Context: an optimization exercise on an open-source flow, tuned for small area. The choices shown serve that exercise and are no tape-out recipe. Function was not checked in any run shown here: the RTL went through the layout flow alone.

==> flow/design.v (outline; a module is shown in full before it is edited, if it fits) <==
// module fir: 1312 lines
// module aoi222: 4 lines
// module aoi22: 3 lines
// module fa: 4 lines
// module audio_lpf: 12 lines
module audio_lpf (
    input  wire               clk,
    input  wire               rst_n,
    input  wire               valid_in,
    input  wire signed [31:0] x_in,
    output wire               valid_out,
    output wire signed [31:0] y_out
);
  // ...
==> flow/run.sh <==
#!/bin/bash
# synth_recipe.tcl (not shown) runs the flow's synth.tcl, then flattens the netlist and writes it again
# the make line also repeats each setting of config.mk as NAME=value (left out here)
make -C /OpenROAD-flow-scripts/flow DESIGN_CONFIG=/design/flow/config.mk WORK_HOME=/design/flow/orfs CLKGATE_MAP_FILE= SYNTH_SCRIPT=/design/flow/synth_recipe.tcl finish
==> flow/config.mk <==
export PLATFORM = sky130hd
export DESIGN_NAME = audio_lpf
export DESIGN_NICKNAME = audio_lpf
export VERILOG_FILES = /design/flow/design.v
export SDC_FILE = /design/flow/constraint.sdc
export NUM_CORES = 4
export LEC_CHECK = 0
export CAP_MARGIN = 20
export CORE_MARGIN = 2
export CORE_UTILIZATION = 40
export SLEW_MARGIN = 20
export SYNTH_HIERARCHICAL = 1
==> flow/constraint.sdc <==
create_clock -name core_clock -period 10.0 [get_ports {clk}]
set_input_delay 2.0000 -clock core_clock [delete_from_list [all_inputs] [get_ports {clk}]]
set_output_delay 2.0000 -clock core_clock [all_outputs]
set_load 0.01 [all_outputs]
==> results.sh, run 1 <==
export IMPL_status="finished clean"
export IMPL_clock_latency_ns=0.37
export IMPL_multi_input_area_share_pct=71.56
export IMPL_path_class="primary input to register"
export IMPL_ant_nets=0
export IMPL_slowest_stage="clkdlybuf4s50_1"
export IMPL_min_path_cells=1
export IMPL_vias=11010
export IMPL_synthTopCellsByArea="fa_1 (43%), a222oi_1 (12%), dfstp_2 (12%)"
export IMPL_ctsLongestPathBuffers=2
export IMPL_synth_top_cell_area_share_pct=42.95
export IMPL_hp_start="u_fir_lpr.ph[0]$_DFFE_PN0P_"
export IMPL_clkTransAtPathRegs_ns=0.06
export IMPL_yosysMostFrequentCell="fa_1"
export IMPL_layout_area_overhead_vs_synth_pct=9.185
export IMPL_top_regs="u_fir_lpr.acc0: 19 flops, u_fir_lpr.acc1: 19 flops, u_fir_lpr.acc2: 18 flops"
export IMPL_reg2reg_slack_ns=1.50
export IMPL_numPortBuffers=51
export IMPL_tightest_slew_ns=1.133
export IMPL_dr_wl_met3_um=4389
export IMPL_grt_pass1_wl_um=65590
export IMPL_cp_depth=17
export IMPL_grt_most_used_layer="met2"
==> run 2: changes to the inputs <==
--- a/flow/design.v
+++ b/flow/design.v
@@ -26,16 +26,20 @@
     wire p1 = (ph == 3'd1);
     wire p2 = (ph == 3'd2);
     wire p3 = (ph == 3'd3);
     wire p4 = (ph == 3'd4);
     wire p5 = (ph == 3'd5);
     wire p6 = (ph == 3'd6);
     wire p7 = (ph == 3'd7);
     wire shift = vin & p0;
+    reg  first;                 
+    wire hold  = ~shift;
+    wire take  = shift & ~first;
+    wire clear = shift & first;
     wire n1 = (p3 | p4 | p7);
     wire n2 = (p0 | p2);
     wire n3 = (p1 | p6);
     wire n4 = (p0 | p1 | p2 | p6);
     wire n5 = ~((n1 & xv[0]) | (n2 & xn[0]) | n3);
     wire n6;
     wire n7;
     wire n8;
@@ -94,37 +98,37 @@
     wire n61 = ~((n46 & xn[12]) | (n47 & xn[11]));
     wire n62 = ~((n46 & xn[13]) | (n47 & xn[12]));
     wire n63 = ~((n46 & xn[14]) | (n47 & xn[13]));
     wire n64 = ~((n46 & xn[15]) | (n47 & xn[14]));
     wire n65 = ~((n46 & xn[15]) | (n47 & xn[15]));
     wire n66 = (n46 & xn[15]) | (n47 & xn[15]);
     wire n67 = ~n48;
     wire s0_sbn = xv[15];
-    wire n68 = (shift ? acc1[0] : acc0[0]);
-    wire n69 = (shift ? acc1[1] : acc0[1]);
-    wire n70 = (shift ? acc1[2] : acc0[2]);
-    wire n71 = (shift ? acc1[3] : acc0[3]);
-    wire n72 = (shift ? acc1[4] : acc0[4]);
-    wire n73 = (shift ? acc1[5] : acc0[5]);
-    wire n74 = (shift ? acc1[6] : acc0[6]);
-    wire n75 = (shift ? acc1[7] : acc0[7]);
-    wire n76 = (shift ? acc1[8] : acc0[8]);
-    wire n77 = (shift ? acc1[9] : acc0[9]);
-    wire n78 = (shift ? acc1[10] : acc0[10]);
-    wire n79 = (shift ? acc1[11] : acc0[11]);
-    wire n80 = (shift ? acc1[12] : acc0[12]);
-    wire n81 = (shift ? acc1[13] : acc0[13]);
-    wire n82 = (shift ? acc1[14] : acc0[14]);
-    wire n83 = (shift ? acc1[15] : acc0[15]);
-    wire n84 = (shift ? acc1[16] : acc0[16]);
-    wire n85 = (shift ? acc1[17] : acc0[17]);
-    wire n86 = ~(shift ? acc1[18] : acc0[18]);
-    wire n87 = (shift ? pl1 : pl0);
-    wire n88 = (shift ? pm1 : pm0);
+    wire n68 = ((hold & acc0[0]) | (take & acc1[0]) | clear);
+    wire n69 = ((hold & acc0[1]) | (take & acc1[1]) | clear);
+    wire n70 = ((hold & acc0[2]) | (take & acc1[2]) | clear);
+    wire n71 = ((hold & acc0[3]) | (take & acc1[3]) | clear);
+    wire n72 = ((hold & acc0[4]) | (take & acc1[4]) | clear);
+    wire n73 = ((hold & acc0[5]) | (take & acc1[5]) | clear);
+    wire n74 = ((hold & acc0[6]) | (take & acc1[6]) | clear);
+    wire n75 = ((hold & acc0[7]) | (take & acc1[7]) | clear);
+    wire n76 = ((hold & acc0[8]) | (take & acc1[8]) | clear);
+    wire n77 = ((hold & acc0[9]) | (take & acc1[9]) | clear);
+    wire n78 = ((hold & acc0[10]) | (take & acc1[10]) | clear);
+    wire n79 = ((hold & acc0[11]) | (take & acc1[11]) | clear);
+    wire n80 = ((hold & acc0[12]) | (take & acc1[12]) | clear);
+    wire n81 = ((hold & acc0[13]) | (take & acc1[13]) | clear);
+    wire n82 = ((hold & acc0[14]) | (take & acc1[14]) | clear);
+    wire n83 = ((hold & acc0[15]) | (take & acc1[15]) | clear);
+    wire n84 = ((hold & acc0[16]) | (take & acc1[16]) | clear);
+    wire n85 = ((hold & acc0[17]) | (take & acc1[17]) | clear);
+    wire n86 = ~((hold & acc0[18]) | (take & acc1[18]) | clear);
+    wire n87 = ((hold & pl0) | (take & pl1) | clear);
+    wire n88 = ((hold & pm0) | (take & pm1) | clear);
     wire n89 = ~n22;
     wire n90 = ~n43;
     wire n91 = ~n65;
     wire n92 = ~n80;
     wire n93 = ~n81;
     wire n94 = ~n82;
     wire n95 = ~n83;
     wire n96 = ~n84;
@@ -297,37 +301,37 @@
     wire n317 = ~((n305 & xv[10]) | (n306 & xv[9]));
     wire n318 = ~((n305 & xv[11]) | (n306 & xv[10]));
     wire n319 = ~((n305 & xv[12]) | (n306 & xv[11]));
     wire n320 = ~((n305 & xv[13]) | (n306 & xv[12]));
     wire n321 = ~((n305 & xv[14]) | (n306 & xv[13]));
     wire n322 = ~((n305 & xv[15]) | (n306 & xv[14]));
     wire n323 = (n305 & xv[15]) | (n306 & xv[15]);
     wire s1_sbn = xn[15];
-    wire n324 = (shift ? acc2[0] : acc1[0]);
-    wire n325 = (shift ? acc2[1] : acc1[1]);
-    wire n326 = (shift ? acc2[2] : acc1[2]);
-    wire n327 = (shift ? acc2[3] : acc1[3]);
-    wire n328 = (shift ? acc2[4] : acc1[4]);
-    wire n329 = (shift ? acc2[5] : acc1[5]);
-    wire n330 = (shift ? acc2[6] : acc1[6]);
-    wire n331 = (shift ? acc2[7] : acc1[7]);
-    wire n332 = (shift ? acc2[8] : acc1[8]);
-    wire n333 = (shift ? acc2[9] : acc1[9]);
-    wire n334 = (shift ? acc2[10] : acc1[10]);
-    wire n335 = (shift ? acc2[11] : acc1[11]);
-    wire n336 = (shift ? acc2[12] : acc1[12]);
-    wire n337 = (shift ? acc2[13] : acc1[13]);
-    wire n338 = (shift ? acc2[14] : acc1[14]);
-    wire n339 = (shift ? acc2[15] : acc1[15]);
-    wire n340 = (shift ? acc2[16] : acc1[16]);
-    wire n341 = (shift ? acc2[17] : acc1[17]);
-    wire n342 = ~(shift ? acc2[17] : acc1[18]);
-    wire n343 = (shift ? pl2 : pl1);
-    wire n344 = (shift ? pm2 : pm1);
+    wire n324 = ((hold & acc1[0]) | (take & acc2[0]) | clear);
+    wire n325 = ((hold & acc1[1]) | (take & acc2[1]) | clear);
+    wire n326 = ((hold & acc1[2]) | (take & acc2[2]) | clear);
+    wire n327 = ((hold & acc1[3]) | (take & acc2[3]) | clear);
+    wire n328 = ((hold & acc1[4]) | (take & acc2[4]) | clear);
+    wire n329 = ((hold & acc1[5]) | (take & acc2[5]) | clear);
+    wire n330 = ((hold & acc1[6]) | (take & acc2[6]) | clear);
+    wire n331 = ((hold & acc1[7]) | (take & acc2[7]) | clear);
+    wire n332 = ((hold & acc1[8]) | (take & acc2[8]) | clear);
+    wire n333 = ((hold & acc1[9]) | (take & acc2[9]) | clear);
+    wire n334 = ((hold & acc1[10]) | (take & acc2[10]) | clear);
+    wire n335 = ((hold & acc1[11]) | (take & acc2[11]) | clear);
+    wire n336 = ((hold & acc1[12]) | (take & acc2[12]) | clear);
+    wire n337 = ((hold & acc1[13]) | (take & acc2[13]) | clear);
+    wire n338 = ((hold & acc1[14]) | (take & acc2[14]) | clear);
+    wire n339 = ((hold & acc1[15]) | (take & acc2[15]) | clear);
+    wire n340 = ((hold & acc1[16]) | (take & acc2[16]) | clear);
+    wire n341 = ((hold & acc1[17]) | (take & acc2[17]) | clear);
+    wire n342 = ~((hold & acc1[18]) | (take & acc2[17]) | clear);
+    wire n343 = ((hold & pl1) | (take & pl2) | clear);
+    wire n344 = ((hold & pm1) | (take & pm2) | clear);
     wire n345 = ~n237;
     wire n346 = ~n258;
     wire n347 = ~n280;
     wire n348 = ~n302;
     wire n349 = ~n322;
     wire n350 = ~n339;
     wire n351 = ~n340;
     wire n352 = ~n341;
@@ -531,36 +535,36 @@
     wire n636 = ~((n624 & xv[10]) | (n625 & xv[9]));
     wire n637 = ~((n624 & xv[11]) | (n625 & xv[10]));
     wire n638 = ~((n624 & xv[12]) | (n625 & xv[11]));
     wire n639 = ~((n624 & xv[13]) | (n625 & xv[12]));
     wire n640 = ~((n624 & xv[14]) | (n625 & xv[13]));
     wire n641 = ~((n624 & xv[15]) | (n625 & xv[14]));
     wire n642 = (n624 & xv[15]) | (n625 & xv[15]);
     wire s2_sbn = xn[15];
-    wire n643 = (shift ? acc3[0] : acc2[0]);
-    wire n644 = (shift ? acc3[1] : acc2[1]);
-    wire n645 = (shift ? acc3[2] : acc2[2]);
-    wire n646 = (shift ? acc3[3] : acc2[3]);
-    wire n647 = (shift ? acc3[4] : acc2[4]);
-    wire n648 = (shift ? acc3[5] : acc2[5]);
-    wire n649 = (shift ? acc3[6] : acc2[6]);
-    wire n650 = (shift ? acc3[7] : acc2[7]);
-    wire n651 = (shift ? acc3[8] : acc2[8]);
-    wire n652 = (shift ? acc3[9] : acc2[9]);
-    wire n653 = (shift ? acc3[10] : acc2[10]);
-    wire n654 = (shift ? acc3[11] : acc2[11]);
-    wire n655 = (shift ? acc3[12] : acc2[12]);
-    wire n656 = (shift ? acc3[13] : acc2[13]);
-    wire n657 = (shift ? acc3[13] : acc2[14]);
-    wire n658 = (shift ? acc3[13] : acc2[15]);
-    wire n659 = (shift ? acc3[13] : acc2[16]);
-    wire n660 = ~(shift ? acc3[13] : acc2[17]);
-    wire n661 = (shift ? pl3 : pl2);
-    wire n662 = (shift ? pm3 : pm2);
+    wire n643 = ((hold & acc2[0]) | (take & acc3[0]) | clear);
+    wire n644 = ((hold & acc2[1]) | (take & acc3[1]) | clear);
+    wire n645 = ((hold & acc2[2]) | (take & acc3[2]) | clear);
+    wire n646 = ((hold & acc2[3]) | (take & acc3[3]) | clear);
+    wire n647 = ((hold & acc2[4]) | (take & acc3[4]) | clear);
+    wire n648 = ((hold & acc2[5]) | (take & acc3[5]) | clear);
+    wire n649 = ((hold & acc2[6]) | (take & acc3[6]) | clear);
+    wire n650 = ((hold & acc2[7]) | (take & acc3[7]) | clear);
+    wire n651 = ((hold & acc2[8]) | (take & acc3[8]) | clear);
+    wire n652 = ((hold & acc2[9]) | (take & acc3[9]) | clear);
+    wire n653 = ((hold & acc2[10]) | (take & acc3[10]) | clear);
+    wire n654 = ((hold & acc2[11]) | (take & acc3[11]) | clear);
+    wire n655 = ((hold & acc2[12]) | (take & acc3[12]) | clear);
+    wire n656 = ((hold & acc2[13]) | (take & acc3[13]) | clear);
+    wire n657 = ((hold & acc2[14]) | (take & acc3[13]) | clear);
+    wire n658 = ((hold & acc2[15]) | (take & acc3[13]) | clear);
+    wire n659 = ((hold & acc2[16]) | (take & acc3[13]) | clear);
+    wire n660 = ~((hold & acc2[17]) | (take & acc3[13]) | clear);
+    wire n661 = ((hold & pl2) | (take & pl3) | clear);
+    wire n662 = ((hold & pm2) | (take & pm3) | clear);
     wire n663 = ~n556;
     wire n664 = ~n577;
     wire n665 = ~n599;
     wire n666 = ~n621;
     wire n667 = ~n641;
     wire n668 = ~n658;
     wire n669 = ~n659;
     wire n670 = (n557 & s2_sbn) | (n557 & n540) | (s2_sbn & n540);
@@ -1274,41 +1278,34 @@
     assign nxt0 = {n216, n214, n212, n210, n208, n206, n204, n202, n198, n194, n188, n182, n176, n170, n164, n158, n152, n146, n140};
     assign nxt1 = {n535, n533, n531, n529, n527, n523, n519, n513, n507, n499, n491, n481, n471, n461, n451, n441, n431, n421, n411};
     assign nxt2 = {n850, n848, n846, n844, n840, n836, n830, n824, n816, n808, n798, n788, n778, n768, n758, n748, n738, n728};
     assign nxt3 = {n1046, n1044, n1042, n1038, n1034, n1028, n1022, n1016, n1010, n1004, n998, n992, n986, n980};
     always @(posedge clk) begin
         acc0 <= nxt0;
         pl0  <= n135;
         pm0  <= n195;
+        acc1 <= nxt1;
+        pl1  <= n402;
+        pm1  <= n500;
+        acc2 <= nxt2;
+        pl2  <= n719;
+        pm2  <= n817;
+        acc3 <= nxt3;
+        pl3  <= n975;
+        pm3  <= n1035;
     end
     always @(posedge clk or negedge rst_n) begin
         if (!rst_n) begin
             ph        <= 3'd0;
-            acc1 <= {19{1'b1}};
-            pl1 <= 1'b1;
-            pm1 <= 1'b1;
-            acc2 <= {18{1'b1}};
-            pl2 <= 1'b1;
-            pm2 <= 1'b1;
-            acc3 <= {14{1'b1}};
-            pl3 <= 1'b1;
-            pm3 <= 1'b1;
+            first <= 1'b1;
             valid_out <= 1'b0;
         end else begin
             if (vin) ph <= ph + 3'd1;
-            acc1 <= nxt1;
-            pl1 <= n402;
-            pm1 <= n500;
-            acc2 <= nxt2;
-            pl2 <= n719;
-            pm2 <= n817;
-            acc3 <= nxt3;
-            pl3 <= n975;
-            pm3 <= n1035;
+            if (vin) first <= 1'b0;
             valid_out <= vin & p7;
         end
     end
     wire [18:0] y = {n1084, n1082, n1080, n1078, n1076, n1074, n1072, n1070, n1069, n1065, n1063, n1061, n1059, n1057, n1055, n1053, n1051, n1049, n1047};
     assign y_out = {{13{y[18]}}, y};
 endmodule
 module aoi222 (input wire a1, input wire a2, input wire b1, input wire b2,
                input wire c1, input wire c2, output wire y);
==> run 2 against run 1 <==
- cell count increased by 1.5%
- global-route usage fell by 0.11 points
- critical path depth unchanged
- flip-flop and latch count up 1
- die area shrank 1.4%
- clock skew shrank 0.0095 ns
- worst hold slack worse by 0.00055 ns
- routed wire length increased by 0.88%
- non-clock buffer count rose by 8
- register-to-register slack lost 0.07 ns
- highest routed layer unchanged
==> results.sh, run 2 <==
export IMPL_status="finished clean"
export IMPL_die_area_um2=33020
export IMPL_postRouteWirelength_um=40920
export IMPL_ys_ff_latch=83
export IMPL_synth_avg_cell_area_um2=10.21
export IMPL_finalCritPeriodShare_pct=91.16
export IMPL_synthTopCellsByCount="fa_1 (275), a222oi_1 (154), nand2_1 (146), o21ai_0 (108), dfxtp_1 (78)"
export IMPL_cpMostUsedCell="fa_1"
export IMPL_pin_count=68
export IMPL_yosysWarningCount=7
export IMPL_numPortBuffers=51
export IMPL_cts_buffers=9
export IMPL_gp_congestion=0.9276
export IMPL_clock_skew_ns=0.008494
export IMPL_fin_crit_ns=9.116
export IMPL_coreArea_um2=31310
export IMPL_critPathTopFamily="adder cells"
export IMPL_yosysMostFrequentCell="fa_1"
export IMPL_cts_root_buf="clkbuf_16"
export IMPL_drive_gt1_share_pct=7.650
export IMPL_max_freq_mhz=109.7
export IMPL_required_ns=10.24
export IMPL_cp_num_buf_inv=2
export IMPL_grt_overflow_total=0
export IMPL_hp_class="register to register"
export IMPL_hold_viol_final=0
export IMPL_ys_seq_area_share_pct=13.36
export IMPL_drc=0
export IMPL_holdBufCountCts=0
export IMPL_die_h_um=181.7
export IMPL_vias=11020
export IMPL_std_cell_rows=65
export IMPL_clkTransAtPathRegs_ns=0.07
export IMPL_slew_violations=0
export IMPL_drt_initial_drc_count=2330
export IMPL_die_x_um=181.7
export IMPL_tightest_slew_ns=1.046
export IMPL_worstPathMaxFanout=14
export IMPL_synth_ff_type="dfxtp_1"
export IMPL_antenna_cells=0
export IMPL_synth_area_um2=12630
export IMPL_synth_nets=1571
export IMPL_yosysTopAreaCell="fa_1"
export IMPL_cp_arrival_ns=9.35
export IMPL_clock_latency_ns=0.36
export IMPL_via_per_inst=6.599
export IMPL_n_fill_cell=2990
export IMPL_slowest_stage="clkdlybuf4s50_1"
export IMPL_post_cts_buffers=0
export IMPL_synth_distinct_cells=60
export IMPL_place_ws_ns=0.6084
export IMPL_h_tree_depth=3
export IMPL_setup_ws_ns=0.8842
export IMPL_dr_pass1_iters=13
export IMPL_path_class="primary input to register"
export IMPL_ys_async_sr_fraction_pct=6.024
export IMPL_synth_top_cell_area_share_pct=43.57
export IMPL_slowest_delay_ns=0.77
export IMPL_finalSetupViolCount=0
export IMPL_initial_core_util_pct=40.35
export IMPL_wl_per_cell_um=24.50
export IMPL_synth_edf_count=0
export IMPL_fin_nets=1597
export IMPL_final_common_cell="fa_1"
export IMPL_grt_pass1_wl_um=65180
export IMPL_cts_tree="yes"
export IMPL_grt_setup_unrepaired="no"
export IMPL_netlist_instances=1237
export IMPL_ant_nets=0
export IMPL_ctsLongestPathBuffers=2
export IMPL_grt_pass1_vias=11310
export IMPL_top_regs="u_fir_lpr.acc0: 19 flops, u_fir_lpr.acc1: 19 flops, u_fir_lpr.acc2: 18 flops"
export IMPL_end_kind="register"
export IMPL_max_slew_margin_pct=30.20
export IMPL_synthTopCellsByArea="fa_1 (44%), dfxtp_1 (12%), a222oi_1 (12%)"
export IMPL_maxCapViolations=0
export IMPL_grt_antenna_before_repair=0
export IMPL_grt_max_degree=45
export IMPL_tns_ns=0
export IMPL_path_cells="clkdlybuf4s50_1 > nand2_1 > inv_1 > a222oi_1 > fa_1 > fa_1 > fa_1 > fa_1 > fa_1 > fa_1 > fa_1 > fa_1 > fa_1 > fa_1 > fa_1 > fa_1 > fa_1"
export IMPL_final_cell_mix="fa_1 (275), a222oi_1 (154), nand2_1 (144), o21ai_0 (108), dfxtp_1 (78)"
export IMPL_critPathLaunchType="primary input"
export IMPL_layout_area_overhead_vs_synth_pct=9.834
export IMPL_hpwl_um=29210
export IMPL_clock_sinks=83
export IMPL_track_usage_pct=25.09
export IMPL_cts_resized=0
==> run 2: modules after synthesis (local to each module, per instance), excerpt <==
module / times used / area, um^2
aoi222: 152 / 10.01
fa: 275 / 20.02
fir: 1 / 5608
==> run 2: cells by family after synthesis <==
group | Yosys count | share of synthesized area, %
compound gates | 408 | 24.10
xor+xnor | 11 | 0.7626
fa+ha+maj | 301 | 46.13
buf+inv | 177 | 6.556
flops | 83 | 13.36
mux | 7 | 0.7229
simple gates | 250 | 8.368
==> run 2: routing by layer <==
metal  up-vias  routed length [um]  track usage (%)
li1       4637                   -                -
met1      5506               16100            34.77
met2       767               18570            38.56
met3       110                4615            4.914
met4         0                1636            10.67
met5         -                   0                0
==> run 2: worst paths after layout <==
kind	startpoint	end	slack (ns)	cells past startpoint
max	valid_in	u_fir_lpr.acc2[9]$_DFF_P_	0.88	17
min	u_fir_lpr.acc2[17]$_DFF_P_	u_fir_lpr.acc2[17]$_DFF_P_	0.63	3
max reg2reg	u_fir_lpr.ph[0]$_DFFE_PN0P_	u_fir_lpr.acc1[9]$_DFF_P_	1.43	18
min reg2reg	u_fir_lpr.acc2[17]$_DFF_P_	u_fir_lpr.acc2[17]$_DFF_P_	0.63	3
max in group asynchronous	rst_n	u_fir_lpr.first$_DFFE_PN1P_	7.78	1
min in group asynchronous	rst_n	u_fir_lpr.ph[0]$_DFFE_PN0P_	1.92	1
==> run 2: through the flow <==
stage / utilization, % / hold WS, ns / instance area, um^2 / instances
global placement: 43.38 / 0.6129 / 13580 / 1654
global route: 44.32 / 0.6587 / 13880 / 1670
floorplan: - / 0.5695 / 12630 / 1237
CTS: 44.32 / 0.6361 / 13880 / 1670
detailed placement: 43.38 / 0.6164 / 13580 / 1654
finish: 44.32 / 0.6300 / 13880 / 1670
==> run 2: area by class of cell <==
| class | count | area (um^2) | area share, % |
|---|---|---|---|
| multi-input combinational | 977 | 10120 | 72.96 |
| timing repair buffer | 112 | 968.4 | 6.979 |
| clock buffer | 9 | 225.2 | 1.623 |
| sequential | 83 | 1688 | 12.16 |
| tap | 402 | 503.0 | 3.625 |
| inverter | 80 | 300.3 | 2.164 |
| clock inverter | 7 | 67.56 | 0.4869 |
==> run 2: worst min-delay path, delay by kind of cell (launching register included) <==
family	cells	cell delay, ns
flops	1	0.34
xor+xnor	2	0.14
simple gates	1	0.11
==> run 3: changes to the inputs <==
==> flow/flow/run.sh (new file) <==
#!/bin/bash
# Own flow: the standard layout (standard.sh, unchanged synthesis and steps),
# with the I/O port buffers that global placement inserts made from the
# smallest buffer cell, sky130_fd_sc_hd__buf_1, instead of the default choice.
# Each ORFS step keeps its full log under orfs/logs/; this script's own output
# goes to flow_run.log in the work folder.
set -euo pipefail
exec > >(tee -a flow_run.log) 2>&1
echo "run.sh: $(date -u) in $(pwd)"
bash standard.sh "BUFFER_PORTS_ARGS=-buffer_cell sky130_fd_sc_hd__buf_1" finish
echo "run.sh: done $(date -u)"
==> flow/standard.sh (new file) <==
#!/bin/bash
# synth_recipe.tcl (not shown) runs the flow's synth.tcl, then flattens the netlist and writes it again
# the make line also repeats each setting of config.mk as NAME=value (left out here)
make -C /OpenROAD-flow-scripts/flow DESIGN_CONFIG=/design/flow/config.mk WORK_HOME=/design/flow/orfs CLKGATE_MAP_FILE= SYNTH_SCRIPT=/design/flow/synth_recipe.tcl "${@:-finish}"
removed: flow/run.sh
==> run 3 against run 2 <==
- clock skew is 0.0011 ns higher
- synthesized cell count stayed put
- highest routed layer unchanged
- synthesized area stayed put
- final area is 2.7% lower
- first-iteration DRC count is 7.4% lower
- maximum frequency is 3.6% higher
- non-clock buffer count is 5 lower
- still clean on timing, DRC and antenna
- flip-flop and latch count stayed put
- critical path type unchanged
- cell count is 0.24% lower
- setup slack better by 0.32 ns
==> results.sh, run 3 <==
export IMPL_regToRegStartpoint="u_fir_lpr.ph[2]$_DFFE_PN0P_"
export IMPL_via_per_inst=6.559
export IMPL_ys_async_sr_fraction_pct=6.024
export IMPL_clock_sinks=83
export IMPL_netlist_instances=1237
export IMPL_tns_ns=0
export IMPL_fin_crit_ns=8.796
export IMPL_synth_ff_type="dfxtp_1"
export IMPL_grt_setup_unrepaired="no"
export IMPL_die_h_um=181.7
export IMPL_worstPathMaxFanout=14
export IMPL_cts_buffers=9
export IMPL_finalSetupViolCount=0
export IMPL_clkTransAtPathRegs_ns=0.07
export IMPL_post_cts_buffers=0
export IMPL_synth_xor_area_share_pct=0.7625
export IMPL_track_usage_pct=24.86
export IMPL_cts_resized=0
export IMPL_yosys_area_share_simple_pct=8.368
export IMPL_gp_congestion=0.9398
export IMPL_h_tree_depth=3
export IMPL_max_freq_mhz=113.7
export IMPL_final_cell_mix="fa_1 (275), a222oi_1 (154), nand2_1 (144), o21ai_0 (108), dfxtp_1 (78)"
export IMPL_maxCapViolations=0
export IMPL_ys_ff_latch=83
export IMPL_hold_viol_final=0
export IMPL_path_class="primary input to register"
export IMPL_die_area_um2=33020
export IMPL_critical_path_endpoint="u_fir_lpr.acc2[9]$_DFF_P_"
export IMPL_ant_nets=0
export IMPL_grt_overflow_total=0
export IMPL_synth_edf_count=0
export IMPL_synth_nets=1571
export IMPL_clock_skew_ns=0.009590
export IMPL_ff2ff_path_depth=18
export IMPL_cts_root_buf="clkbuf_16"
export IMPL_synthTopCellsByCount="fa_1 (275), a222oi_1 (154), nand2_1 (146), o21ai_0 (108), dfxtp_1 (78)"
export IMPL_hpwl_um=28790
export IMPL_clock_latency_ns=0.36
export IMPL_dr_pass1_iters=12
export IMPL_vias=10930
export IMPL_fin_nets=1592
export IMPL_yosysWarningCount=7
export IMPL_grt_max_degree=45
export IMPL_synthMuxAreaShare_pct=0.7229
export IMPL_tightest_slew_ns=1.045
export IMPL_drive_gt1_share_pct=7.205
export IMPL_postRouteWirelength_um=40350
export IMPL_final_common_cell="fa_1"
export IMPL_max_slew_margin_pct=30.19
export IMPL_numPortBuffers=51
export IMPL_critPathLaunchType="primary input"
export IMPL_coreArea_um2=31310
export IMPL_synthTopCellsByArea="fa_1 (44%), dfxtp_1 (12%), a222oi_1 (12%)"
export IMPL_synthAdderAreaFrac_pct=46.13
export IMPL_initial_core_util_pct=40.35
export IMPL_pin_count=68
export IMPL_die_x_um=181.7
export IMPL_grt_antenna_before_repair=1
export IMPL_slew_violations=0
export IMPL_synth_top_family_by_area="adder cells"
export IMPL_synth_area_um2=12630
export IMPL_ctsLongestPathBuffers=2
export IMPL_status="finished clean"
export IMPL_required_ns=10.24
export IMPL_cts_tree="yes"
export IMPL_layout_area_overhead_vs_synth_pct=6.922
export IMPL_ys_seq_area_share_pct=13.36
export IMPL_drc=0
export IMPL_end_kind="register"
export IMPL_yosysTopAreaCell="fa_1"
export IMPL_hp_class="register to register"
export IMPL_top_regs="u_fir_lpr.acc0: 19 flops, u_fir_lpr.acc1: 19 flops, u_fir_lpr.acc2: 18 flops"
export IMPL_finalCritPeriodShare_pct=87.96
export IMPL_wl_per_cell_um=24.22
export IMPL_critPathLaunch="valid_in"
export IMPL_cp_arrival_ns=9.04
export IMPL_grt_pass1_vias=11340
export IMPL_grt_pass1_wl_um=64200
export IMPL_synth_distinct_cells=60
export IMPL_yosysMostFrequentCell="fa_1"
export IMPL_synth_top_cell_area_share_pct=43.57
export IMPL_drt_initial_drc_count=2158
export IMPL_synth_compound_area_share_pct=24.10
export IMPL_timing_rr_end="u_fir_lpr.acc2[9]$_DFF_P_"
export IMPL_reg2reg_slack_ns=1.47
export IMPL_holdBufCountCts=0
export IMPL_synth_avg_cell_area_um2=10.21
export IMPL_std_cell_rows=65
## run 3: layer usage
| metal | track usage [%] | up-vias | share of wire [%] |
|---|---|---|---|
| met3 | 6.378 | 98 | 11 |
| li1 | - | 4629 | - |
| met2 | 38.45 | 726 | 46 |
| met4 | 11.45 | 0 | 3.7 |
| met1 | 32.82 | 5475 | 39 |
| met5 | 0.8889 | - | 0 |
## run 3: modules after synthesis, one instance, submodules excluded, excerpt
module,cells,flops+latches
fir,810,83
fa,1,0
aoi222,1,0
## run 3: per-stage QoR
step	std cells	area [um^2]	setup slack (ns)	hold slack, ns	utilization (%)
2_1_floorplan	1237	12630	0.5879	0.5695	-
3_3_place_gp	1649	13230	0.9266	0.6119	42.25
3_5_place_dp	1649	13230	0.9015	0.6215	42.25
4_1_cts	1665	13510	1.268	0.6358	43.14
5_1_grt	1666	13510	1.027	0.6809	43.14
6_report	1666	13510	1.204	0.6329	43.14
## run 3: cell families after synthesis
group / count (synthesis)
multiplexers: 7
buffers and inverters: 177
AO/OA/AOI/OAI: 408
AND/OR/NAND/NOR: 250
flip-flops: 83
adder cells (fa/ha/maj): 301
XOR/XNOR: 11
## run 3: critical path: stages
cell and delay, ns:
buf_1 0.42, nand2_1 0.31, inv_1 0.53, a222oi_1 0.26
fa_1 0.56, fa_1 0.42, fa_1 0.44, fa_1 0.42
fa_1 0.39, fa_1 0.44, fa_1 0.43, fa_1 0.39
fa_1 0.41, fa_1 0.40, fa_1 0.40, fa_1 0.38
fa_1 0.42
## run 3: area by class of cell
cell class / instances / area, um^2
clock buffer: 10 / 229.0
clock inverter: 6 / 50.05
multi-input combinational: 977 / 10120
inverter: 80 / 300.3
antenna: 1 / 2.502
tap: 402 / 503.0
timing repair buffer: 107 / 611.8
sequential: 83 / 1688
fill: 2958 / 17800
## run 3: how the worst min path moves through the flow
stage                                      startpoint                          end  slack, ns  depth (start not counted)
final                      u_fir_lpr.acc2[17]$_DFF_P_   u_fir_lpr.acc2[17]$_DFF_P_       0.63                          3
after global routing       u_fir_lpr.acc3[13]$_DFF_P_   u_fir_lpr.acc3[13]$_DFF_P_       0.68                          3
after CTS                  u_fir_lpr.acc2[17]$_DFF_P_   u_fir_lpr.acc2[17]$_DFF_P_       0.64                          3
after detailed placement   u_fir_lpr.acc2[17]$_DFF_P_   u_fir_lpr.acc2[17]$_DFF_P_       0.62                          3
after global placement     u_fir_lpr.acc1[18]$_DFF_P_   u_fir_lpr.acc1[18]$_DFF_P_       0.61                          3
after floorplan           u_fir_lpr.ph[0]$_DFFE_PN0P_  u_fir_lpr.ph[0]$_DFFE_PN0P_       0.57                          1

re-timing with driven ports:
Ports are ideal in the flow. The routed layouts listed here were re-timed in OpenROAD.
Step 1 assumes that a clkbuf_16 drives the clock port and a buf_2 every other input.
Step 2 adds t to the input delays and takes it off the output delays; t is the mean of the earliest and latest rising clock arrival at the registers after step 1. Input paths then give back, and output paths get back, about the clock's delay inside the block.
Slacks: no drivers / after step 1 / after step 2; pairs: no drivers / after step 1.
run | shift t [ns] | setup slack, ns | clock arrival spread, ns
run 1 | 0.404 | 0.796 / 0.815 / 0.411 | 0.019 / 0.018
run 2 | 0.402 | 0.884 / 0.902 / 0.500 | 0.010 / 0.009
run 3 | 0.401 | 1.204 / 1.088 / 0.687 | 0.010 / 0.010
After both steps setup and hold are still met in every run listed. The setup slack of run 3, which loses most, moves by -0.116 ns with the drivers and by -0.517 ns with both steps.
